This is an optimization exercise on Yosys and OpenROAD, whose aim is small area, not a production implementation. In this exercise RTL edits were held to simulation tests only and were not proved equivalent to the original. No activity file was given, so power comes from the tool's default toggle rates.

**design.v**
```verilog
`timescale 1ns / 1ps
module alu(SRC_1,SRC_2,SRC_3,opcode,p_CY,dest,CY,OX,OVF);
input [7:0]SRC_1,SRC_2,SRC_3;
input [3:0]opcode;
input p_CY;
output reg [15:0]dest;
output reg CY,OX,OVF;
reg [3:0]l_nibble,u_nibble;
reg [7:0]temp;
always@(*) begin
dest = 16'h0000;
CY = 1'b0;
OX = 1'b0;
OVF = 1'b0;
l_nibble = 4'h0;
u_nibble = 4'h0;
temp = 8'h00;
case(opcode)
4'b0001 : begin   
    {OX,l_nibble} = SRC_1[3:0] + SRC_2[3:0] + p_CY;
    {CY,u_nibble} = SRC_1[7:4] + SRC_2[7:4] + OX;
    dest = {u_nibble,l_nibble};
end
4'b0010 : begin  
    temp = ~SRC_2 + 1'b1;
    {OX,l_nibble} = SRC_1[3:0] + temp[3:0];
    {CY,u_nibble} = SRC_1[7:4] + temp[7:4] + OX;
    dest = {u_nibble,l_nibble} - p_CY;
end
4'b0111 : dest = SRC_1 & SRC_2;
4'b1000 : dest = SRC_1 ^ SRC_2;
4'b1001 : dest = SRC_1 | SRC_2;
4'b1110 : dest = SRC_3[7] ? {SRC_1,SRC_2} - {8'b00000000,SRC_3} : {SRC_1,SRC_2} + {8'b00000000,SRC_3};
4'b1111 : dest = {SRC_1,SRC_2} + {8'b00000000,SRC_3};
default : ;
endcase
end
endmodule
`timescale 1ns / 1ps
module ram_aoi222 (input a1, a2, b1, b2, c1, c2, output y);
assign y = ~((a1 & a2) | (b1 & b2) | (c1 & c2));
endmodule
module ram_rdbit (input [127:0] sel, input [127:0] d, output y);
wire [42:0] t;
genvar k;
generate
for (k = 0; k < 42; k = k + 1) begin : g
    ram_aoi222 u (.a1(sel[3*k]), .a2(d[3*k]), .b1(sel[3*k+1]), .b2(d[3*k+1]), .c1(sel[3*k+2]), .c2(d[3*k+2]), .y(t[k]));
end
endgenerate
assign t[42] = ~((sel[126] & d[126]) | (sel[127] & d[127]));
assign y = ~&t;
endmodule
module RAM (
    input clk,
    input rst,
    input rd,
    input wr,
    input is_bit_addr,
    input in_bit_data,
    input [7:0] in_data,
    input [7:0] addr,
    output reg out_bit_data,
    output reg [7:0] out_data
);
wire [6:0] baddr = is_bit_addr ? {3'b010, addr[6:3]} : addr[6:0];
wire wen = wr && !rd && !addr[7];
wire [7:0] wdata = rst ? 8'h04 : (is_bit_addr ? {8{in_bit_data}} : in_data);
wire [15:0] hi = 16'd1 << baddr[6:3];
wire [7:0] lo = 8'd1 << baddr[2:0];
wire [7:0] bsel = 8'd1 << addr[2:0];
wire [15:0] whi = {16{rst}} | ({16{wen}} & hi);
wire [7:0] wlo = {8{rst}} | lo;
wire [7:0] bmask = {8{rst | !is_bit_addr}} | bsel;
wire [1023:0] q;
wire [127:0] rsel;
genvar g, b;
generate
for (g = 0; g < 128; g = g + 1) begin : word
    assign rsel[g] = hi[g >> 3] & lo[g & 7];
    if (g >= 32 && g < 48) begin : bitb
        for (b = 0; b < 8; b = b + 1) begin : bt
            reg r;
            wire en = whi[g >> 3] & (wlo[g & 7] & bmask[b]);
            always @(posedge clk) if (en) r <= wdata[b];
            assign q[g*8+b] = r;
        end
    end else begin : byteb
        reg [7:0] r;
        wire en = whi[g >> 3] & wlo[g & 7];
        always @(posedge clk) if (en) r <= wdata;
        assign q[g*8 +: 8] = r;
    end
end
endgenerate
wire [7:0] rbyte;
generate
for (b = 0; b < 8; b = b + 1) begin : rd_bit
    wire [127:0] col;
    for (g = 0; g < 128; g = g + 1) begin : c
        assign col[g] = q[g*8+b];
    end
    ram_rdbit u (.sel(rsel), .d(col), .y(rbyte[b]));
end
endgenerate
always @(posedge clk) begin
    if (rst) begin
        out_data <= 8'h00;
        out_bit_data <= 1'b0;
    end
    else if (rd && !addr[7]) begin
        if (is_bit_addr) out_bit_data <= rbyte[addr[2:0]];
        else out_data <= rbyte;
    end
end
endmodule
module CONTROLLER(
input CONTROLLER_Reset,
input CONTROLLER_Clock,
output [11:0]rom_addr,
output rom_rd,
input [7:0]rom_data,
output reg [7:0]P0,
output reg [7:0]P1,
output reg [7:0]P2,
output reg [7:0]P3,
output reg [7:0]SP,
output reg [7:0]A,
output reg [15:0]PC,
output reg [7:0]PSW,
output reg [1:0]Current_Phase,
output reg [3:0]Current_State
);
localparam CS0 = 2'b00,CS1=2'b01,CS2=2'b10,CS3=2'b11;
reg [7:0]B;
reg [11:0]CONTROLLER_PC_TEMP;
reg CONTROLLER_rd;
reg CONTROLLER_wr;
reg   CONTROLLER_is_bit_addr;
reg   CONTROLLER_in_bit_data;
reg   [7:0]CONTROLLER_in_data;
reg   [7:0] CONTROLLER_addr;
wire   CONTROLLER_out_bit_data;
wire   [7:0] CONTROLLER_out_data;
reg [11:0]CONTROLLER_rom_addr;
reg  CONTROLLER_rom_rd;
wire  [7:0]CONTROLLER_rom_data;
reg [7:0]CONTROLLER_SRC_1,CONTROLLER_SRC_2,CONTROLLER_SRC_3;
reg [3:0]CONTROLLER_ALU_OPCODE;
reg CONTROLLER_p_CY,CONTROLLER_p_AX;
wire [15:0]CONTROLLER_dest;
wire CONTROLLER_CY , CONTROLLER_AX , CONTROLLER_OVF;
reg [7:0]CONTROLLER_OPERAND1,CONTROLLER_OPERAND2,CONTROLLER_OPERAND3;
localparam ES0=4'b0000,ES1=4'b0001,ES2=4'b0010,ES3=4'b0011,ES4=4'b0100,ES5=4'b0101,ES6=4'b0110,ES7=4'b0111,IES4=4'b1000,IES5=4'b1001,IES6=4'b1010,CJNE1 = 4'b1111; 
reg [3:0]Next_State;
reg [1:0]Next_Phase;
reg [7:0]CONTROLLER_OPCODE;
reg [7:0]CONTROLLER_TEMP_STORED_DATA;
reg CANNOT_USED_A_REGISTER;
reg CONTROLLER_A_NOT_USED;
reg [7:0]TEMPRARY_ROM_ADDRESS_STORED;
reg [7:0]TEMPRARY_RAM_ADDRESS_STORED;
reg CONTROLLER_DIRECT_ADDRSSING_A_NOT_USED;
reg CONTROLLER_ALU_NOT_NEEDED;
reg CONTROLLER_ROM_NEEDED;
reg CONTROLLER_IS_BIT_ADDRESSABLE;
reg CONTROLLER_INDIRECT_ADDRESSING_USED;
reg [2:0]MULTICYCLE_OPERATION;
reg CONTROLLER_A_DEINITIALIZE;
reg CONTROLLER_SRC1_DEINITIALIZE;
reg [7:0]CONTROLLER_TEMP_RAM_DATA_STORED;
reg [7:0]TEMP_ROM_DATA;
reg [15:0]DPTR;
reg CONTROLLER_out_bit_data_temp;
reg CONTROLLER_RAM_AND_ROM_BOTH;
reg CALL_TYPE_INSTRUCTION;
reg CONTROLLER_INT_NEEDED;
reg CONTROLLER_rd_q,CONTROLLER_wr_q,CONTROLLER_is_bit_addr_q,CONTROLLER_in_bit_data_q,CONTROLLER_rom_rd_q,CONTROLLER_p_CY_q;
reg [7:0]CONTROLLER_in_data_q,CONTROLLER_addr_q,CONTROLLER_SRC_1_q,CONTROLLER_SRC_2_q,CONTROLLER_SRC_3_q;
reg [11:0]CONTROLLER_rom_addr_q;
reg [3:0]CONTROLLER_ALU_OPCODE_q;
reg [7:0]CONTROLLER_rom_q;
assign rom_addr = CONTROLLER_rom_addr_q;
assign rom_rd = CONTROLLER_rom_rd_q;
assign CONTROLLER_rom_data = CONTROLLER_rom_q;
always@(posedge CONTROLLER_Clock) begin
if(CONTROLLER_Reset == 1'b1) CONTROLLER_rom_q <= 8'h00;
else if(CONTROLLER_rom_rd_q == 1'b1) CONTROLLER_rom_q <= rom_data;
end
 RAM CONTROLLER2 (
    .clk(CONTROLLER_Clock),
    .rst(CONTROLLER_Reset),
    .rd(CONTROLLER_rd_q),
     .wr(CONTROLLER_wr_q),
     .is_bit_addr(CONTROLLER_is_bit_addr_q),
      .in_bit_data(CONTROLLER_in_bit_data_q),
     .in_data(CONTROLLER_in_data_q),
      .addr(CONTROLLER_addr_q),
      .out_bit_data(CONTROLLER_out_bit_data),
    .out_data(CONTROLLER_out_data)
);
alu F98(
        .SRC_1(CONTROLLER_SRC_1_q),
		  .SRC_2(CONTROLLER_SRC_2_q),
		  .SRC_3(CONTROLLER_SRC_3_q),
		  .p_CY(CONTROLLER_p_CY_q),
		  .opcode(CONTROLLER_ALU_OPCODE_q),
		  .dest(CONTROLLER_dest),
		  .CY(CONTROLLER_CY),
		  .OX(CONTROLLER_AX),
		  .OVF(CONTROLLER_OVF)
);
always@(posedge CONTROLLER_Clock)
begin
CONTROLLER_rd = CONTROLLER_rd_q;
CONTROLLER_wr = CONTROLLER_wr_q;
CONTROLLER_is_bit_addr = CONTROLLER_is_bit_addr_q;
CONTROLLER_in_bit_data = CONTROLLER_in_bit_data_q;
CONTROLLER_in_data = CONTROLLER_in_data_q;
CONTROLLER_addr = CONTROLLER_addr_q;
CONTROLLER_rom_addr = CONTROLLER_rom_addr_q;
CONTROLLER_rom_rd = CONTROLLER_rom_rd_q;
CONTROLLER_SRC_1 = CONTROLLER_SRC_1_q;
CONTROLLER_SRC_2 = CONTROLLER_SRC_2_q;
CONTROLLER_SRC_3 = CONTROLLER_SRC_3_q;
CONTROLLER_ALU_OPCODE = CONTROLLER_ALU_OPCODE_q;
CONTROLLER_p_CY = CONTROLLER_p_CY_q;
if(CONTROLLER_Reset == 1'b1) 
begin
Next_Phase = CS0;
Next_State = ES0;
PC[15:0]=16'h0000;
A[7:0]=8'h00;
B[7:0]=8'h00;
PSW[7:0]=8'h00;
CONTROLLER_INT_NEEDED = 1'b0;
CANNOT_USED_A_REGISTER=1'b0;
P0=8'h00;P1=8'h00;P2=8'h00;P3=8'h00;SP=8'h00;
CONTROLLER_PC_TEMP=12'h000;
CONTROLLER_rd=1'b0;CONTROLLER_wr=1'b0;CONTROLLER_is_bit_addr=1'b0;CONTROLLER_in_bit_data=1'b0;
CONTROLLER_in_data=8'h00;CONTROLLER_addr=8'h00;
CONTROLLER_OPCODE=8'h00;CONTROLLER_TEMP_STORED_DATA=8'h00;CONTROLLER_A_NOT_USED=1'b0;
TEMPRARY_ROM_ADDRESS_STORED=8'h00;TEMPRARY_RAM_ADDRESS_STORED=8'h00;
CONTROLLER_DIRECT_ADDRSSING_A_NOT_USED=1'b0;CONTROLLER_ALU_NOT_NEEDED=1'b0;CONTROLLER_ROM_NEEDED=1'b0;
CONTROLLER_IS_BIT_ADDRESSABLE=1'b0;CONTROLLER_INDIRECT_ADDRESSING_USED=1'b0;MULTICYCLE_OPERATION=3'b000;
CONTROLLER_A_DEINITIALIZE=1'b0;CONTROLLER_SRC1_DEINITIALIZE=1'b0;CONTROLLER_TEMP_RAM_DATA_STORED=8'h00;
TEMP_ROM_DATA=8'h00;DPTR=16'h0000;CONTROLLER_out_bit_data_temp=1'b0;CONTROLLER_RAM_AND_ROM_BOTH=1'b0;
CALL_TYPE_INSTRUCTION=1'b0;
Current_Phase=CS0;Current_State=ES0;
CONTROLLER_rom_addr=12'h000;
CONTROLLER_rom_rd=1'b0;
CONTROLLER_SRC_1[7:0]=8'h00;
CONTROLLER_SRC_2=8'h00;
CONTROLLER_SRC_3=8'h00;
CONTROLLER_ALU_OPCODE[3:0]=4'h0;
CONTROLLER_p_CY=1'b0;
CONTROLLER_p_AX=1'b0;
end
else
begin
case(Current_Phase)
CS0:
begin
case(Current_State)
  ES0: begin  P0 = 8'hFF; Next_State = ES1;Next_Phase = CS0;end 
  ES1:begin P1 = 8'hFF; Next_State = ES2;Next_Phase = CS0; end 
  ES2:begin P2 = 8'hFF; Next_State = ES3;Next_Phase = CS0;end 
  ES3: begin P3 = 8'hFF; Next_State = ES4;Next_Phase = CS0;end 
  ES4: begin SP = 8'h07; Next_State = ES5;Next_Phase = CS0;end 
  ES5:begin Next_State = ES0;Next_Phase = CS2;end 
endcase
end
CS2:
begin 
case(Current_State)
ES0: 
begin
CONTROLLER_rom_addr=PC[11:0];
CONTROLLER_rom_rd=1'b1;
Next_State=ES1;
Next_Phase=CS2;
end
ES1: 
begin
CONTROLLER_rom_rd=1'b1;
CONTROLLER_SRC_1 = PC[15:8];
CONTROLLER_SRC_2 =  PC[7:0];
CONTROLLER_SRC_3 = 8'h01;
CONTROLLER_ALU_OPCODE  =4'b1111;
Next_State=ES2;
Next_Phase=CS2;
end
ES2: 
begin 
CONTROLLER_PC_TEMP = CONTROLLER_dest[11:0];
CONTROLLER_OPCODE=CONTROLLER_rom_data[7:0];
CONTROLLER_rom_rd=1'b0;
CONTROLLER_rom_addr=8'h00;
CONTROLLER_A_DEINITIALIZE=1'b0;
CONTROLLER_ALU_NOT_NEEDED = 1'b0;
CONTROLLER_ROM_NEEDED=1'b0;
CONTROLLER_ALU_NOT_NEEDED=1'b0;
CONTROLLER_DIRECT_ADDRSSING_A_NOT_USED = 1'b0;
CONTROLLER_IS_BIT_ADDRESSABLE=1'b0;
CONTROLLER_INDIRECT_ADDRESSING_USED = 1'b0;
MULTICYCLE_OPERATION[2:0]=3'B000;
CONTROLLER_SRC1_DEINITIALIZE=1'B0;
CONTROLLER_RAM_AND_ROM_BOTH = 1'b0;
CALL_TYPE_INSTRUCTION = 1'b0;
casex(CONTROLLER_OPCODE)
8'b0000_0010,8'b0001_0010: begin
CONTROLLER_SRC_3 = 8'h03;
CONTROLLER_rom_rd = 1'b1;
CONTROLLER_rom_addr = CONTROLLER_PC_TEMP;
CONTROLLER_ALU_NOT_NEEDED = 1'b0;
CALL_TYPE_INSTRUCTION = 1'b1;
Next_State=IES6;
Next_Phase=CS2;
end
8'bxxx0_0001 ,8'bxxx1_0001: begin
CONTROLLER_SRC_3 = 8'h02;
CONTROLLER_rom_rd = 1'b1;
CONTROLLER_rom_addr = CONTROLLER_PC_TEMP;
CONTROLLER_ALU_NOT_NEEDED = 1'b0;
CALL_TYPE_INSTRUCTION = 1'b1;
Next_State=IES6;
Next_Phase=CS2;
end
8'b0010_0000,8'b0001_0000 : begin
CONTROLLER_rom_rd = 1'b1;
CONTROLLER_rom_addr = CONTROLLER_PC_TEMP;    
CONTROLLER_SRC_3 = 8'h02;
CONTROLLER_rd=1'b1;
CONTROLLER_is_bit_addr = 1'b1;
CONTROLLER_addr = 8'h03;
CONTROLLER_ROM_NEEDED = 1'b0;
CONTROLLER_INDIRECT_ADDRESSING_USED = 1'b0;
CONTROLLER_ALU_NOT_NEEDED = 1'b1;
Next_State=ES3;
Next_Phase=CS2;
end 
8'b0010_1xxx ,8'b0011_1xxx , 8'b0000_1xxx ,8'b1001_1xxx , 8'b0001_1xxx,8'b1110_1xxx:
begin
CONTROLLER_SRC_3 = 8'h01;
CONTROLLER_addr={3'b000,PSW[4],PSW[3],CONTROLLER_OPCODE[2:0]};
CONTROLLER_rd=1'b1;
CONTROLLER_INT_NEEDED = 1'b0;
CONTROLLER_ALU_NOT_NEEDED = 1'b0;
CONTROLLER_ROM_NEEDED = 1'b0;
if((CONTROLLER_OPCODE & 8'hF8)== (8'b1110_1xxx & 8'hF8) )begin
CONTROLLER_A_DEINITIALIZE = 1'b1;
end
Next_State=ES3;
Next_Phase=CS2;
end
8'b0101_0100 ,8'b0010_0100 ,8'b0011_0100,8'b1001_0100 ,8'b0100_0100 , 8'b0110_0100 ,8'b0111_0100:
begin
CONTROLLER_SRC_3 = 8'h02;
CONTROLLER_rom_addr=CONTROLLER_PC_TEMP[11:0];
CONTROLLER_rom_rd=1'b1;
CONTROLLER_INT_NEEDED = 1'b0;
if(CONTROLLER_OPCODE == 8'b0111_0100) CONTROLLER_A_DEINITIALIZE = 1'b1;
Next_State=ES3;
Next_Phase=CS2;
end
8'b0010_011x , 8'b0011_011x ,8'b1110_011x ,8'b0000_011x ,8'b1001_011x:
begin
CONTROLLER_SRC_3 = 8'h01;
CONTROLLER_addr={3'b000,PSW[4],PSW[3],2'b00,CONTROLLER_OPCODE[0]};
CONTROLLER_rd=1'b1;
CONTROLLER_INT_NEEDED=1'b1;
Next_State=ES3;
Next_Phase=CS2;
end
8'b0010_0101, 8'b0011_0101 ,8'b0101_0101  ,8'b0101_0010 ,8'b1001_0101, 8'b0100_0101 ,8'b0100_0010 , 8'b0110_0101 , 8'b0110_0010,8'b1110_0101,8'b1111_0101,8'b1100_0000:
begin
CONTROLLER_rom_rd = 1'b1;
CONTROLLER_rom_addr = CONTROLLER_PC_TEMP;
CONTROLLER_SRC_3 = 8'h02;
CONTROLLER_INT_NEEDED = 1'b1;
CONTROLLER_ROM_NEEDED=1'b1;
if(CONTROLLER_OPCODE == 8'b1110_0101)CONTROLLER_A_DEINITIALIZE = 1'b1;
if(CONTROLLER_OPCODE == 8'b1111_0101)CONTROLLER_SRC1_DEINITIALIZE = 1'b1;
Next_State=ES3;
Next_Phase=CS2;
end
8'b0111_1xxx : begin
CONTROLLER_rom_rd = 1'b1;
CONTROLLER_rom_addr = CONTROLLER_PC_TEMP;
CONTROLLER_SRC_3 = 8'h02;
CONTROLLER_INT_NEEDED = 1'b0;
CONTROLLER_ALU_NOT_NEEDED = 1'b1;
Next_State=ES3;
Next_Phase=CS2;
end
 8'b1010_1xxx: begin
CONTROLLER_rom_rd = 1'b1;
CONTROLLER_rom_addr = CONTROLLER_PC_TEMP;
CONTROLLER_SRC_3 = 8'h02;
CONTROLLER_INT_NEEDED = 1'b0;
CONTROLLER_ALU_NOT_NEEDED = 1'b1;
CONTROLLER_ROM_NEEDED=1'b1;
Next_State=ES3;
Next_Phase=CS2;
end
8'b1111_1xxx: begin
CONTROLLER_SRC_3 = 8'h01;
CONTROLLER_in_data = A[7:0];
CONTROLLER_addr={3'b000,PSW[4],PSW[3],CONTROLLER_OPCODE[2:0]};
CONTROLLER_wr=1'b1;
Next_State=ES6;
Next_Phase=CS2;
end
8'b1000_1xxx: begin
CONTROLLER_addr={3'b000,PSW[4],PSW[3],CONTROLLER_OPCODE[2:0]};
CONTROLLER_rom_addr = CONTROLLER_PC_TEMP;
CONTROLLER_rom_rd = 1'b1;
CONTROLLER_INT_NEEDED = 1'b0;
CONTROLLER_ALU_NOT_NEEDED = 1'b1;
CONTROLLER_ROM_NEEDED=1'b0;
CONTROLLER_rd = 1'b1;
CONTROLLER_SRC_3 = 8'h02;
CONTROLLER_RAM_AND_ROM_BOTH = 1'b1;
Next_State=ES3;
Next_Phase=CS2;
end
8'b0100_1xxx , 8'b0101_1xxx , 8'b0110_1xxx ,8'b1100_1xxx:begin
CONTROLLER_SRC_3 = 8'h01;
CONTROLLER_addr={3'b000,PSW[4],PSW[3],CONTROLLER_OPCODE[2:0]};
CONTROLLER_rd=1'b1;
CONTROLLER_INT_NEEDED = 1'b0;
CONTROLLER_ALU_NOT_NEEDED = 1'b0;
CONTROLLER_ROM_NEEDED = 1'b0;
Next_State=ES3;
Next_Phase=CS2;
end
8'b0100_011x , 8'b0101_011x , 8'b0110_011x :begin
CONTROLLER_SRC_3 = 8'h01;
CONTROLLER_addr={3'b000,PSW[4],PSW[3],2'b00,CONTROLLER_OPCODE[0]};
CONTROLLER_rd=1'b1;
CONTROLLER_INT_NEEDED = 1'b1;
CONTROLLER_ALU_NOT_NEEDED = 1'b0;
CONTROLLER_ROM_NEEDED = 1'b0;
Next_State=ES3;
Next_Phase=CS2;
end
8'b1000_0010 , 8'b1011_0000 ,8'b1100_0010 ,8'b0111_0010 , 8'b1010_0000,8'b1010_0010,8'b1001_0010 :begin
CONTROLLER_rom_rd = 1'b1;
CONTROLLER_rom_addr = CONTROLLER_PC_TEMP;
CONTROLLER_SRC_3 = 8'h02;
CONTROLLER_INT_NEEDED = 1'b1;
CONTROLLER_ROM_NEEDED=1'b1;
CONTROLLER_IS_BIT_ADDRESSABLE = 1'b1;
Next_State=ES3;
Next_Phase=CS2;
end
8'b1110_0100 , 8'b1111_0100 :begin
CONTROLLER_PC_TEMP[11:0]=CONTROLLER_dest[11:0];
A=(CONTROLLER_OPCODE[5] == 0) ? ~A : 8'h00;
Next_State = ES6;
Next_Phase = CS2;
end
8'b1100_0011, 8'b1011_0011 :begin
CONTROLLER_PC_TEMP[11:0]=CONTROLLER_dest[11:0];
PSW[7]=1'b0;
PSW[7] = (CONTROLLER_OPCODE[5] == 1) ? ~PSW[7] : 1'b0;
Next_State = ES6;
Next_Phase = CS2;
end
8'b0000_0000 :begin
CONTROLLER_PC_TEMP[11:0]=CONTROLLER_dest[11:0];
Next_State = ES6;
Next_Phase = CS2;
end
8'b1000_011x:begin
CONTROLLER_INT_NEEDED = 1'b1;
CONTROLLER_ROM_NEEDED = 1'b0;
CONTROLLER_SRC_3 = 8'h02;
CONTROLLER_addr={3'b000,PSW[4],PSW[3],2'b00,CONTROLLER_OPCODE[0]};
CONTROLLER_rd=1'b1;
CONTROLLER_rom_addr = CONTROLLER_PC_TEMP;
CONTROLLER_rom_rd = 1'b1;
CONTROLLER_ALU_NOT_NEEDED = 1'b1;
CONTROLLER_RAM_AND_ROM_BOTH = 1'b1;
Next_State = ES3;
Next_Phase = CS2;
end
8'b1010_011x :begin
CONTROLLER_SRC_3 = 8'h02;
CONTROLLER_ROM_NEEDED = 1'b1;
CONTROLLER_INT_NEEDED =1'b1;
CONTROLLER_rom_addr = CONTROLLER_PC_TEMP;
CONTROLLER_rom_rd =1'b1;
CONTROLLER_addr={3'b000,PSW[4],PSW[3],2'b00,CONTROLLER_OPCODE[0]};
CONTROLLER_rd=1'b1;
Next_State = ES3;
Next_Phase = CS2;
end
8'b1111_011x:begin
CONTROLLER_SRC_3 = 8'h02;
CONTROLLER_INT_NEEDED = 1'b1;
CONTROLLER_addr={3'b000,PSW[4],PSW[3],2'b00,CONTROLLER_OPCODE[0]};
CONTROLLER_rd=1'b1;
CONTROLLER_ROM_NEEDED = 1'b0;
CONTROLLER_ALU_NOT_NEEDED = 1'b1;
Next_State = ES3;
Next_Phase = CS2;
end
8'b1011_1xxx: begin
CONTROLLER_SRC_1 = CONTROLLER_out_data;
CONTROLLER_SRC_2 = TEMP_ROM_DATA;
CONTROLLER_ALU_OPCODE = 4'b0010;   
Next_State=ES5;
Next_Phase=CS2;
end 
8'b1011_011x: begin
CONTROLLER_SRC_1 = A;
CONTROLLER_SRC_2 = TEMP_ROM_DATA;
CONTROLLER_ALU_OPCODE = 4'b0010;   
Next_State=ES5;
Next_Phase=CS2;
end 
8'b1101_1xxx: begin
CONTROLLER_SRC_1 = CONTROLLER_out_data;
CONTROLLER_SRC_2 = 1'b1;
CONTROLLER_ALU_OPCODE = 4'b0010;   
Next_State=ES5;
Next_Phase=CS2;
end 
8'b1011_0101: begin
CONTROLLER_SRC_1 = A;
CONTROLLER_SRC_2 = CONTROLLER_out_data;
CONTROLLER_ALU_OPCODE = 4'b0010;   
Next_State=ES5;
Next_Phase=CS2;
end 
8'b1011_0100: begin
CONTROLLER_SRC_1 = A;
CONTROLLER_SRC_2 = TEMP_ROM_DATA;
CONTROLLER_ALU_OPCODE = 4'b0010;   
Next_State=ES5;
Next_Phase=CS2;
end 
8'b1101_0101: begin
CONTROLLER_SRC_1 = CONTROLLER_out_data;
CONTROLLER_SRC_2 = 1'b1;
CONTROLLER_ALU_OPCODE = 4'b0010;   
Next_State=ES5;
Next_Phase=CS2;
end 
8'b0010_0000 : begin
if(CONTROLLER_out_bit_data == 1'b1) begin
	CONTROLLER_SRC_1 = PC[15:8];
	CONTROLLER_SRC_2 = PC[7:0];
	CONTROLLER_SRC_3 = CONTROLLER_rom_data;
	CONTROLLER_ALU_OPCODE = 4'b1110;
	Next_State=CJNE1;
	Next_Phase=CS2;
end 
else begin
Next_State=ES6;
Next_Phase=CS2;
end 
end 
8'b0011_0000 : begin
if(CONTROLLER_out_bit_data == 1'b0) begin
	CONTROLLER_SRC_1 = PC[15:8];
	CONTROLLER_SRC_2 = PC[7:0];
	CONTROLLER_SRC_3 = CONTROLLER_rom_data;
	CONTROLLER_ALU_OPCODE = 4'b1110;
	Next_State=CJNE1;
	Next_Phase=CS2;
end 
else begin
Next_State=ES6;
Next_Phase=CS2;
end 
end 
8'b0100_0000 : begin
if(PSW[7] == 1'b1) begin
	CONTROLLER_SRC_1 = PC[15:8];
	CONTROLLER_SRC_2 = PC[7:0];
	CONTROLLER_SRC_3 = CONTROLLER_rom_data;
	CONTROLLER_ALU_OPCODE = 4'b1110;
	Next_State=CJNE1;
	Next_Phase=CS2;
end 
else begin
Next_State=ES6;
Next_Phase=CS2;
end 
end 
8'b0101_0000 : begin
if(PSW[7] == 1'b0) begin
	CONTROLLER_SRC_1 = PC[15:8];
	CONTROLLER_SRC_2 = PC[7:0];
	CONTROLLER_SRC_3 = CONTROLLER_rom_data;
	CONTROLLER_ALU_OPCODE = 4'b1110;
	Next_State=CJNE1;
	Next_Phase=CS2;
end 
else begin
Next_State=ES6;
Next_Phase=CS2;
end 
end 
8'b0111_0000 : begin
if(A != 8'h00) begin
	CONTROLLER_SRC_1 = PC[15:8];
	CONTROLLER_SRC_2 = PC[7:0];
	CONTROLLER_SRC_3 = CONTROLLER_rom_data;
	CONTROLLER_ALU_OPCODE = 4'b1110;
	Next_State=CJNE1;
	Next_Phase=CS2;
end 
else begin
Next_State=ES6;
Next_Phase=CS2;
end 
end 
8'b0110_0000 : begin
if(A == 8'h00) begin
	CONTROLLER_SRC_1 = PC[15:8];
	CONTROLLER_SRC_2 = PC[7:0];
	CONTROLLER_SRC_3 = CONTROLLER_rom_data;
	CONTROLLER_ALU_OPCODE = 4'b1110;
	Next_State=CJNE1;
	Next_Phase=CS2;
end 
else begin
Next_State=ES6;
Next_Phase=CS2;
end 
end 
8'b1000_0000 : begin
CONTROLLER_SRC_1 = PC[15:8];
CONTROLLER_SRC_2 = PC[7:0];
CONTROLLER_SRC_3 = CONTROLLER_rom_data;
CONTROLLER_ALU_OPCODE = 4'b1110;
Next_State=CJNE1;
Next_Phase=CS2;
end 
8'b0010_0011 , 8'b0000_0011 : begin
CONTROLLER_SRC_1 = A;
CONTROLLER_SRC_2 = 2;
CONTROLLER_ALU_OPCODE = (CONTROLLER_OPCODE == 8'b0010_0011 )? 4'B1010 : 4'b1100;
Next_State=ES6;
Next_Phase=CS2;
end 
8'b0011_0011 , 8'b0001_0011 : begin
CONTROLLER_SRC_1 = A;
CONTROLLER_SRC_2 = 2;
CONTROLLER_p_CY = PSW[7];
CONTROLLER_ALU_OPCODE = (CONTROLLER_OPCODE == 8'b0011_0011 )? 4'b1011 : 4'b1101;
Next_State=ES6;
Next_Phase=CS2;
end 
8'b1001_0011 : begin
CONTROLLER_SRC_1 = A;
CONTROLLER_SRC_2 = DPTR[7:0];
CONTROLLER_ALU_OPCODE = 4'b0001;
end 
default : Next_State=ES0;
endcase
end
ES3:
begin
CONTROLLER_PC_TEMP[11:0]=CONTROLLER_dest[11:0];
Next_State=ES4;
Next_Phase=CS2;
if(CONTROLLER_INT_NEEDED == 1'b1)begin Next_State = IES4;Next_Phase = CS2;end
else if(CONTROLLER_ALU_NOT_NEEDED == 1'b1)begin
if(CONTROLLER_ROM_NEEDED == 1'b0)
begin  Next_State =ES5;Next_Phase = CS2;end
else if(CONTROLLER_ROM_NEEDED == 1'b1)
begin Next_State= IES4;Next_Phase = CS2;end
end
end
IES4:
begin
TEMPRARY_ROM_ADDRESS_STORED=CONTROLLER_rom_data[7:0];
TEMPRARY_RAM_ADDRESS_STORED=CONTROLLER_out_data[7:0];
CONTROLLER_addr = (CONTROLLER_ROM_NEEDED == 1'b1) ? CONTROLLER_rom_data : CONTROLLER_out_data [7:0];
CONTROLLER_rd = 1'b1;
if(CONTROLLER_IS_BIT_ADDRESSABLE == 1'b1) CONTROLLER_is_bit_addr = 1'b1;
Next_State = IES6;
Next_Phase = CS2;
if(CONTROLLER_OPCODE == 8'b1100_0010 || CONTROLLER_OPCODE == 8'b1001_0010)
begin
 CONTROLLER_wr = 1'b1;
 CONTROLLER_rd=1'b0;
 CONTROLLER_in_bit_data = (CONTROLLER_OPCODE == 8'b1100_0010)? 1'b0 : PSW[7];
 Next_State = ES6;
Next_Phase = CS2;
end
else if((CONTROLLER_OPCODE & 8'hFE) == (8'b1111_011x & 8'hFE))
begin
CONTROLLER_addr =   CONTROLLER_out_data [7:0];
CONTROLLER_wr = 1'b1;
CONTROLLER_rd = 1'b0;
CONTROLLER_in_data = A;
 Next_State = ES6;
Next_Phase = CS2;
end
end
IES6:begin
Next_State = ES4;
Next_Phase = CS2;
if(CONTROLLER_ALU_NOT_NEEDED == 1'b1) begin Next_State = ES5;Next_Phase = CS2;end
end
ES4: 
begin
Next_State=ES5;
Next_Phase=CS2;
CONTROLLER_TEMP_RAM_DATA_STORED = CONTROLLER_out_data;
casex(CONTROLLER_OPCODE)
8'b1010_011x:begin
CONTROLLER_addr = TEMPRARY_RAM_ADDRESS_STORED;
CONTROLLER_wr = 1'b1;
CONTROLLER_in_data = CONTROLLER_out_data;
CONTROLLER_ALU_OPCODE = 4'b0000;
CALL_TYPE_INSTRUCTION = 1'b1;
PC = CONTROLLER_PC_TEMP;	
Next_State=ES7;
Next_Phase=CS2;
end
8'b0000_0010,8'b0001_0010 :begin
CONTROLLER_rom_addr = CONTROLLER_PC_TEMP +1;
if(CONTROLLER_OPCODE == 8'b0001_0010)begin
CONTROLLER_addr = SP+1'b1;
SP = SP+1'b1;
CONTROLLER_in_data = CONTROLLER_dest;
CONTROLLER_wr = 1'b1;
end
CONTROLLER_PC_TEMP = CONTROLLER_rom_data;
CONTROLLER_rom_rd = 1'b1;
CONTROLLER_ALU_OPCODE = 4'b0000;
end
8'bxxx0_0001 ,8'bxxx1_0001:begin
if((CONTROLLER_OPCODE  & 8'h1F) == (8'bxxx1_0001 & 8'h1F))begin
CONTROLLER_addr = SP+1'b1;
SP = SP+1'b1;
CONTROLLER_in_data = CONTROLLER_dest;
CONTROLLER_wr = 1'b1;
end
CONTROLLER_ALU_OPCODE = 4'b0000;
CONTROLLER_PC_TEMP = CONTROLLER_rom_data;
CONTROLLER_rom_rd = 1'b0;
end
8'b1100_0000 : begin
CONTROLLER_SRC_1 = SP;
CONTROLLER_A_DEINITIALIZE = 1'b0;
CONTROLLER_A_NOT_USED = 1'b1;
CONTROLLER_ALU_OPCODE = 4'b0001;
end
8'b0010_1xxx ,8'b0010_011x, 8'b0010_0101,8'b1110_0101,8'b1110_1xxx:begin 
 CONTROLLER_SRC_1=CONTROLLER_out_data[7:0]; 
 PSW[7]=1'b0;
 CONTROLLER_A_NOT_USED = 1'b0;
CONTROLLER_ALU_OPCODE=4'b0001;
TEMPRARY_ROM_ADDRESS_STORED = 1'b0;
 end
 8'b1001_1xxx , 8'b1001_011x , 8'b1001_0101 :begin 
 CONTROLLER_SRC_1=CONTROLLER_out_data[7:0]; 
 CONTROLLER_A_NOT_USED = 1'b0;
CONTROLLER_ALU_OPCODE=4'b0010;
 end
8'b1001_0100:begin
  CONTROLLER_SRC_1=CONTROLLER_rom_data[7:0]; 
 CONTROLLER_A_NOT_USED = 1'b0;
CONTROLLER_ALU_OPCODE=4'b0010;
end
 8'b0011_1xxx,8'b0011_011x,8'b0011_0101:begin 
 CONTROLLER_SRC_1=CONTROLLER_out_data[7:0];
 CONTROLLER_A_NOT_USED = 1'b0;
CONTROLLER_ALU_OPCODE=4'b0001; 
 end
 8'b0010_0100,8'b0111_0100:begin 
CONTROLLER_SRC_1=CONTROLLER_rom_data[7:0];
PSW[7]=1'b0; 
CONTROLLER_ALU_OPCODE=4'b0001;
CONTROLLER_A_NOT_USED = 1'b0;
CONTROLLER_A_DEINITIALIZE = 1'b0;
end
8'b0011_0100 :begin 
CONTROLLER_SRC_1=CONTROLLER_rom_data[7:0];
CONTROLLER_A_NOT_USED = 1'b0;
CONTROLLER_ALU_OPCODE=4'b0001;
end
8'b0000_1xxx,8'b0001_1xxx:begin 
CONTROLLER_SRC_1=1;
CONTROLLER_A_NOT_USED=1'b1;
PSW[7]=1'b0;
CONTROLLER_ALU_OPCODE=((CONTROLLER_OPCODE & 8'hF8) == (8'b0000_1xxx & 8'hF8))?4'b0001:4'b0010;
end
8'b0000_011x:begin 
CONTROLLER_SRC_1=CONTROLLER_out_data[7:0];
CONTROLLER_A_NOT_USED=1'b1;
PSW[7]=1'b0;
CONTROLLER_ALU_OPCODE=4'b0001;
CONTROLLER_INDIRECT_ADDRESSING_USED=1'b1;
end
8'b0100_1xxx , 8'b0100_011x ,8'b0100_0101 :begin
CONTROLLER_SRC_1=CONTROLLER_out_data[7:0];
CONTROLLER_A_NOT_USED=1'b0;
CONTROLLER_ALU_OPCODE=4'b1001;
end
8'b0101_1xxx , 8'b0101_011x  :begin
CONTROLLER_SRC_1=CONTROLLER_out_data[7:0];
CONTROLLER_A_NOT_USED=1'b0;
CONTROLLER_ALU_OPCODE=4'b0111;
end
8'b0110_1xxx , 8'b0110_011x ,8'b0110_0101 : begin
CONTROLLER_SRC_1=CONTROLLER_out_data[7:0];
CONTROLLER_A_NOT_USED=1'b0;
CONTROLLER_ALU_OPCODE=4'b1000;
end 
8'b0101_0100 :begin
CONTROLLER_SRC_1=CONTROLLER_rom_data[7:0];
CONTROLLER_A_NOT_USED=1'b0;
CONTROLLER_ALU_OPCODE=4'b0111;
end
8'b0100_0100 :begin
CONTROLLER_SRC_1=CONTROLLER_rom_data[7:0];
CONTROLLER_A_NOT_USED=1'b0;
CONTROLLER_ALU_OPCODE=4'b1001;
end
8'b0110_0100 :begin
CONTROLLER_SRC_1=CONTROLLER_rom_data[7:0];
CONTROLLER_A_NOT_USED=1'b0;
CONTROLLER_ALU_OPCODE=4'b1000;
end
8'b0101_0010:begin
CONTROLLER_SRC_1=(CONTROLLER_ROM_NEEDED == 1'b1) ? CONTROLLER_rom_data[7:0] : CONTROLLER_out_data[7:0];
CONTROLLER_A_NOT_USED=1'b0;
CONTROLLER_ALU_OPCODE=4'b1000;
CONTROLLER_DIRECT_ADDRSSING_A_NOT_USED = 1'b1;
end
8'b0100_0010,8'b1111_0101:begin
CONTROLLER_SRC_1=(CONTROLLER_SRC1_DEINITIALIZE == 1'B1)?8'h00:CONTROLLER_out_data;
CONTROLLER_A_NOT_USED=1'b0;
CONTROLLER_ALU_OPCODE=4'b1001;
CONTROLLER_DIRECT_ADDRSSING_A_NOT_USED = 1'b1;
end
8'b1100_1xxx :  begin
A = CONTROLLER_TEMP_RAM_DATA_STORED ^ A;
CONTROLLER_TEMP_RAM_DATA_STORED = A ^ CONTROLLER_TEMP_RAM_DATA_STORED;
A = CONTROLLER_TEMP_RAM_DATA_STORED ^ A;
CONTROLLER_A_NOT_USED = 1'b1;
Next_State = ES5;
Next_Phase = CS2;
CONTROLLER_INDIRECT_ADDRESSING_USED = 1'b0;
end
8'b0110_0010:begin
CONTROLLER_SRC_1=CONTROLLER_out_data;
CONTROLLER_A_NOT_USED=1'b0;
CONTROLLER_ALU_OPCODE=4'b1000;
CONTROLLER_DIRECT_ADDRSSING_A_NOT_USED = 1'b1;
end
8'b1000_0010 : begin
CONTROLLER_ALU_OPCODE = 4'b0000;
PSW[7]=PSW[7]^CONTROLLER_out_bit_data;
Next_State=ES6;
Next_Phase=CS2;
end
8'b0111_0010,8'b1010_0010 : begin
CONTROLLER_ALU_OPCODE = 4'b0000;
PSW[7]=(CONTROLLER_OPCODE == 8'b0111_0010 ? PSW[7]:0)|CONTROLLER_out_bit_data;
Next_State=ES6;
Next_Phase=CS2;
end
8'b1010_0000 : begin
CONTROLLER_ALU_OPCODE = 4'b0000;
PSW[7]=PSW[7]|(~CONTROLLER_out_bit_data);
Next_State=ES6;
Next_Phase=CS2;
end
8'b1011_0000 : begin
CONTROLLER_ALU_OPCODE = 4'b0000;
PSW[7]=PSW[7]^(~CONTROLLER_out_bit_data);
Next_State=ES6;
Next_Phase=CS2;
end
endcase
CONTROLLER_SRC_2=((CONTROLLER_OPCODE & 8'b11111000) == (8'b0001_1xxx & 8'b11111000))?(CONTROLLER_out_data):((CONTROLLER_A_DEINITIALIZE == 1'b0)?((CONTROLLER_A_NOT_USED == 1'b1)? 1 : A):8'b0);
CONTROLLER_p_CY=PSW[7];
CONTROLLER_addr=(CALL_TYPE_INSTRUCTION == 1'b1)?CONTROLLER_addr:8'h00;
CONTROLLER_rd=(CALL_TYPE_INSTRUCTION == 1'b1)?CONTROLLER_rd:1'b0;
CONTROLLER_rom_rd =(CALL_TYPE_INSTRUCTION == 1'b1)?CONTROLLER_rom_rd:1'b0;
end
ES5:
begin
if(CONTROLLER_A_NOT_USED == 1'b1) 
begin
CONTROLLER_in_data = (CONTROLLER_OPCODE == 8'b1100_0000 ||((CONTROLLER_OPCODE & 8'hF8)  ==  (8'b1100_0101 & 8'hF8)) )?
CONTROLLER_TEMP_RAM_DATA_STORED : CONTROLLER_dest;
CONTROLLER_addr=(CONTROLLER_OPCODE == 8'b1100_0000)?(CONTROLLER_dest):((CONTROLLER_INDIRECT_ADDRESSING_USED == 1'b1) ? TEMPRARY_RAM_ADDRESS_STORED : {3'b000,PSW[4],PSW[3],CONTROLLER_OPCODE[2:0]});
CONTROLLER_wr=1'b1;
if(CONTROLLER_OPCODE == 8'b1100_0000)
begin 
SP = CONTROLLER_dest;
end
end
else if(CONTROLLER_ALU_NOT_NEEDED == 1'b1) begin
CONTROLLER_in_data =(CONTROLLER_ROM_NEEDED == 1'b1) ? CONTROLLER_out_data :CONTROLLER_rom_data;
CONTROLLER_rom_rd=1'b0;
CONTROLLER_rd=1'b0;
CONTROLLER_addr={3'b000,PSW[4],PSW[3],CONTROLLER_OPCODE[2:0]};
CONTROLLER_wr=1'b1;
end
else if(CONTROLLER_DIRECT_ADDRSSING_A_NOT_USED == 1'b1) begin
CONTROLLER_in_data = CONTROLLER_dest;
CONTROLLER_addr = TEMPRARY_ROM_ADDRESS_STORED;
CONTROLLER_wr = 1'b1;
end
else if(CONTROLLER_ALU_OPCODE != 4'b0000) begin 
A=CONTROLLER_dest;
PSW[7]=CONTROLLER_CY;
PSW[6]=CONTROLLER_AX;
end
Next_State=ES6;
Next_Phase=CS2;
end
CJNE1: begin
CONTROLLER_PC_TEMP = CONTROLLER_dest;
casex(CONTROLLER_OPCODE) 
8'b0001_0000 : begin
CONTROLLER_out_bit_data_temp = 1'b0;
end 
endcase
Next_State=ES6;
Next_Phase=CS2;
end 
ES6:
begin
PC[11:0]=(CALL_TYPE_INSTRUCTION == 1'b1)?{((((CONTROLLER_OPCODE & 8'h1F) == (8'bxxx0_0001 & 8'h1F ))
                                              ||((CONTROLLER_OPCODE & 8'h1F) == (8'bxxx1_0001 & 8'h1F )))?({PC[15:11],CONTROLLER_OPCODE[7:5]}): CONTROLLER_rom_data),CONTROLLER_PC_TEMP[7:0]}:CONTROLLER_PC_TEMP[11:0];
Next_State=ES7;	
Next_Phase=CS2;
end
ES7:
begin
CONTROLLER_wr=1'b0;
CONTROLLER_addr=8'h00;
CONTROLLER_in_data=8'h00;
CONTROLLER_is_bit_addr = 1'b0;
CONTROLLER_rom_rd=1'b0;
CONTROLLER_rd=1'b0;
Next_State = ES0;
Next_Phase = CS2;
end
endcase
end
endcase
 Current_State=Next_State;
 Current_Phase=Next_Phase;
end
CONTROLLER_rd_q <= CONTROLLER_rd;
CONTROLLER_wr_q <= CONTROLLER_wr;
CONTROLLER_is_bit_addr_q <= CONTROLLER_is_bit_addr;
CONTROLLER_in_bit_data_q <= CONTROLLER_in_bit_data;
CONTROLLER_in_data_q <= CONTROLLER_in_data;
CONTROLLER_addr_q <= CONTROLLER_addr;
CONTROLLER_rom_addr_q <= CONTROLLER_rom_addr;
CONTROLLER_rom_rd_q <= CONTROLLER_rom_rd;
CONTROLLER_SRC_1_q <= CONTROLLER_SRC_1;
CONTROLLER_SRC_2_q <= CONTROLLER_SRC_2;
CONTROLLER_SRC_3_q <= CONTROLLER_SRC_3;
CONTROLLER_ALU_OPCODE_q <= CONTROLLER_ALU_OPCODE;
CONTROLLER_p_CY_q <= CONTROLLER_p_CY;
end
endmodule
```
**run.sh**
```bash
#!/bin/bash
# synth_recipe.tcl (not shown) runs the flow's synth.tcl, then flattens the netlist and writes it again
# the make line also repeats each setting of config.mk as NAME=value (left out here)
make -C /OpenROAD-flow-scripts/flow DESIGN_CONFIG=/design/flow/config.mk WORK_HOME=/design/flow/orfs CLKGATE_MAP_FILE= SYNTH_SCRIPT=/design/flow/synth_recipe.tcl finish
```
**config.mk**
```make
export PLATFORM = sky130hd
export DESIGN_NAME = CONTROLLER
export DESIGN_NICKNAME = CONTROLLER
export VERILOG_FILES = /design/flow/design.v
export SDC_FILE = /design/flow/constraint.sdc
export NUM_CORES = 4
export LEC_CHECK = 0
export CAP_MARGIN = 20
export CORE_MARGIN = 2
export CORE_UTILIZATION = 60
export CTS_BUF_LIST = sky130_fd_sc_hd__clkbuf_8
export CTS_CLUSTER_DIAMETER = 50
export CTS_CLUSTER_SIZE = 18
export PLACE_DENSITY = 0.7
export SLEW_MARGIN = 20
export SYNTH_HIERARCHICAL = 1
```
**constraint.sdc**
```tcl
create_clock -name core_clock -period 20.0 [get_ports {CONTROLLER_Clock}]
set_input_delay 4.0000 -clock core_clock [delete_from_list [all_inputs] [get_ports {CONTROLLER_Clock}]]
set_output_delay 4.0000 -clock core_clock [all_outputs]
set_load 0.01 [all_outputs]
```
==> reports/metrics.yaml <==
die:
  dieArea_mm2: 0.0894
  fp-row-count: 108
  die_w_um: 299
  core_mm2: 0.0865
  start_util: 0.604
  die_h_um: 299
  io_pins: 101
run:
  cap_violations: 0
sta:
  finalSetupViolCount: 0
  fin_skew_ns: 0.0592
  hold_violations: 0
  max_slew_margin: 0.116
  worst-slew-pin-transition_ns: 1.31
  final.min_clock_period_ns: 6.27
  rsz0062_at_grt: "no"
  finalMaxSlewViolations: 0
  fin_crit_sh: 0.314
  fmax_mhz: 159
  setup_tns_ns: 0
clock_network:
  cts_htree_levels: 3
  cts_resized: 0
  cts_tree: "yes"
  cts.reportedPaths.clkPinSlew_ns: 0.08
  clock-sinks: 1196
  numCtsBuffers: 108
  clk_latency_ns: 0.83
  postCtsHoldBufs: 0
  cts-root-buf: "clkbuf_8"
  cts_buffer_depth: 3
  cts_setup_buffers: 0
outcome:
  status: "no timing/DRC/antenna violations"
finish:
  area_delta_synth_final_pct: 8.05
  fin_area_mm2: 0.0564
  drive_gt1_frac: 0.0965
  nets: 4077
  fin_cells: 5264
power:
  powerDensity_mw_per_mm2: 79.8
  ir_drop_v: 0.0000554
  leakage_nw: 18.7
hold_path:
  holdPathStages: 2
  hp-start: "TEMPRARY_ROM_ADDRESS_STORED[0]"
  min_to: "TEMPRARY_ROM_ADDRESS_STORED[0]"
  hold_class: "reg -> reg"
global_route:
  grt_usage: 0.344
  grt_overflow_total: 0
  grt_max_degree: 96
  antenna_found_initial: 7
  grt_pass1_vias: 35400
  grt_pass1_wl_um: 231000
routing:
  drt-total-wl_um: 157000
  vias: 37900
  drc_errors: 0
  wl_per_cell_um: 29.8
  drt_first_pass_iters: 11
  final_antenna_net_count: 0
  via_per_inst: 7.20
  drt-initial-drc-count: 6968
worst_setup_path:
  slowest_stage: "dfxtp_1"
  rr_endpoint: "CONTROLLER2.out_bit_data"
  crit_path_cell_trace: "clkdlybuf4s50_1"
  critPathBufInv: 1
  endpoint_kind: "output port"
  crit_type: "reg -> out"
  max_stage_delay_ns: 0.79
  arrival_ns: 2.27
  cp_data_required_time_ns: 16.00
  timing.rr.start: "CONTROLLER_addr_q[4]"
  cp-start-kind: "register"
  reg2reg_slack_ns: 14.38
  cp_top_family: "flip-flops"
  worstPathMaxFanout: 22
  reg2regPathDepth: 11
logic_synthesis:
  yosysWarnings: 9
  syn_area_per_cell_um2: 13.0
  synth.cell_area_mm2: 0.0522
  syn-instance-count: 4003
place:
  gp_congestion: 0.976
  place_inst: 5052
  place_hpwl_um: 102000
  portBuffers: 89
  post_dp_cell_area_mm2: 0.0539
power by group:
group	switching [W]	total [W]	internal (W)
clock	0.000929	0.00158	0.000646
sequential	0.0000277	0.00280	0.00278
combinational	0.0000923	0.000123	0.0000307
total	0.00105	0.00450	0.00345
worst max path at each step:
stage                startpoint  slack, ns  cells past startpoint                              end
6_report       Current_State[3]      13.73                      1                 Current_State[3]
3_5_place_dp   CONTROLLER_Reset      13.09                      5  CONTROLLER2.word[12].byteb.r[6]
4_1_cts        Current_State[3]      13.70                      1                 Current_State[3]
5_1_grt        Current_State[3]      13.62                      1                 Current_State[3]
2_1_floorplan  CONTROLLER_Reset      11.24                      3   CONTROLLER2.word[0].byteb.r[4]
3_3_place_gp   CONTROLLER_Reset      13.17                      5  CONTROLLER2.word[94].byteb.r[3]
cells in the final DEF (no fill, tap or decap), drive strengths merged, types with 35 or more instances in the layout:
master / n
nand2b: 36
nand4: 101
a211oi: 71
o21ai: 218
a21oi: 176
nand2: 209
a21o: 41
clkbuf: 115
inv: 105
ha: 43
nand3: 78
a221oi: 35
nor2: 453
clkdlybuf4s50: 88
dfxtp: 172
nor3: 61
buf: 89
edfxtp: 1024
mux2i: 84
a222oi: 344
state kept, by name (all words and copies together), names as in the netlist, 2 cells and up:
register / flops
A: 8
CONTROLLER2.out_data: 8
CONTROLLER2.word.bitb.bt.r: 128
CONTROLLER2.word.byteb.r: 896
CONTROLLER_ALU_OPCODE_q: 4
CONTROLLER_OPCODE: 8
CONTROLLER_PC_TEMP: 12
CONTROLLER_SRC_1_q: 8
CONTROLLER_SRC_2_q: 8
CONTROLLER_SRC_3_q: 8
CONTROLLER_TEMP_RAM_DATA_STORED: 8
CONTROLLER_addr_q: 8
CONTROLLER_in_data_q: 8
CONTROLLER_rom_addr_q: 12
CONTROLLER_rom_q: 8
Current_State: 4
PC: 12
PSW: 2
SP: 8
TEMPRARY_RAM_ADDRESS_STORED: 8
TEMPRARY_ROM_ADDRESS_STORED: 8
metrics by stage:
stage / total power, W / utilization / setup slack, ns / hold slack, ns
after floorplan: 0.00293 / - / 11.24 / 0.427
after global placement: 0.00297 / 0.624 / 13.17 / 0.436
after detailed placement: 0.00298 / 0.624 / 13.09 / 0.443
after CTS: 0.00451 / 0.652 / 13.70 / 0.455
after global routing: 0.00462 / 0.652 / 13.62 / 0.472
final: 0.00450 / 0.653 / 13.73 / 0.453
layout make-up:
class	count	area [µm²]
clock buffer	110	1510
antenna	5	12.5
tap	1155	1450
timing repair buffer	182	1570
fill	6420	30100
inverter	65	246
clock inverter	89	895
sequential	1196	34200
multi-input combinational	2462	16600
per-layer routing:
metal | part of all wire | wire (µm) | GRT usage | vias to the layer above
li1 | - | - | - | 16300
met1 | 0.37 | 58800 | 0.490 | 18400
met2 | 0.45 | 70200 | 0.516 | 2785
met3 | 0.14 | 21300 | 0.0807 | 462
met4 | 0.043 | 6740 | 0.133 | 6
met5 | 0.00044 | 69 | 0 | -

## what the ideal ports hide
The results above use ideal ports. As a check the final layout listed here was re-extracted and re-timed, cells and wires unchanged.
Step 1 sets driving cells, clkbuf_16 on the clock port and buf_2 on the other inputs (assumed; they add their load-dependent delay and slew).
Step 2, shift: input delay + t, output delay - t, t = (earliest + latest rising clock arrival at the registers) / 2. This alone moves slack from input paths to output paths.
Three values: ideal, step 1, step 2; two values: the first two.
shift t [ns]: 0.869
setup slack, ns: 13.726 / 13.654 / 12.937
worst hold slack (ns): 0.453 / 0.453 / 0.453
worst setup path at the end: input to register
worst register clock-pin slew, ns: 0.11 / 0.11
After both steps this run still meets setup and hold. For this run, drivers alone change the setup slack by -0.072 ns; drivers and shift together by -0.789 ns.
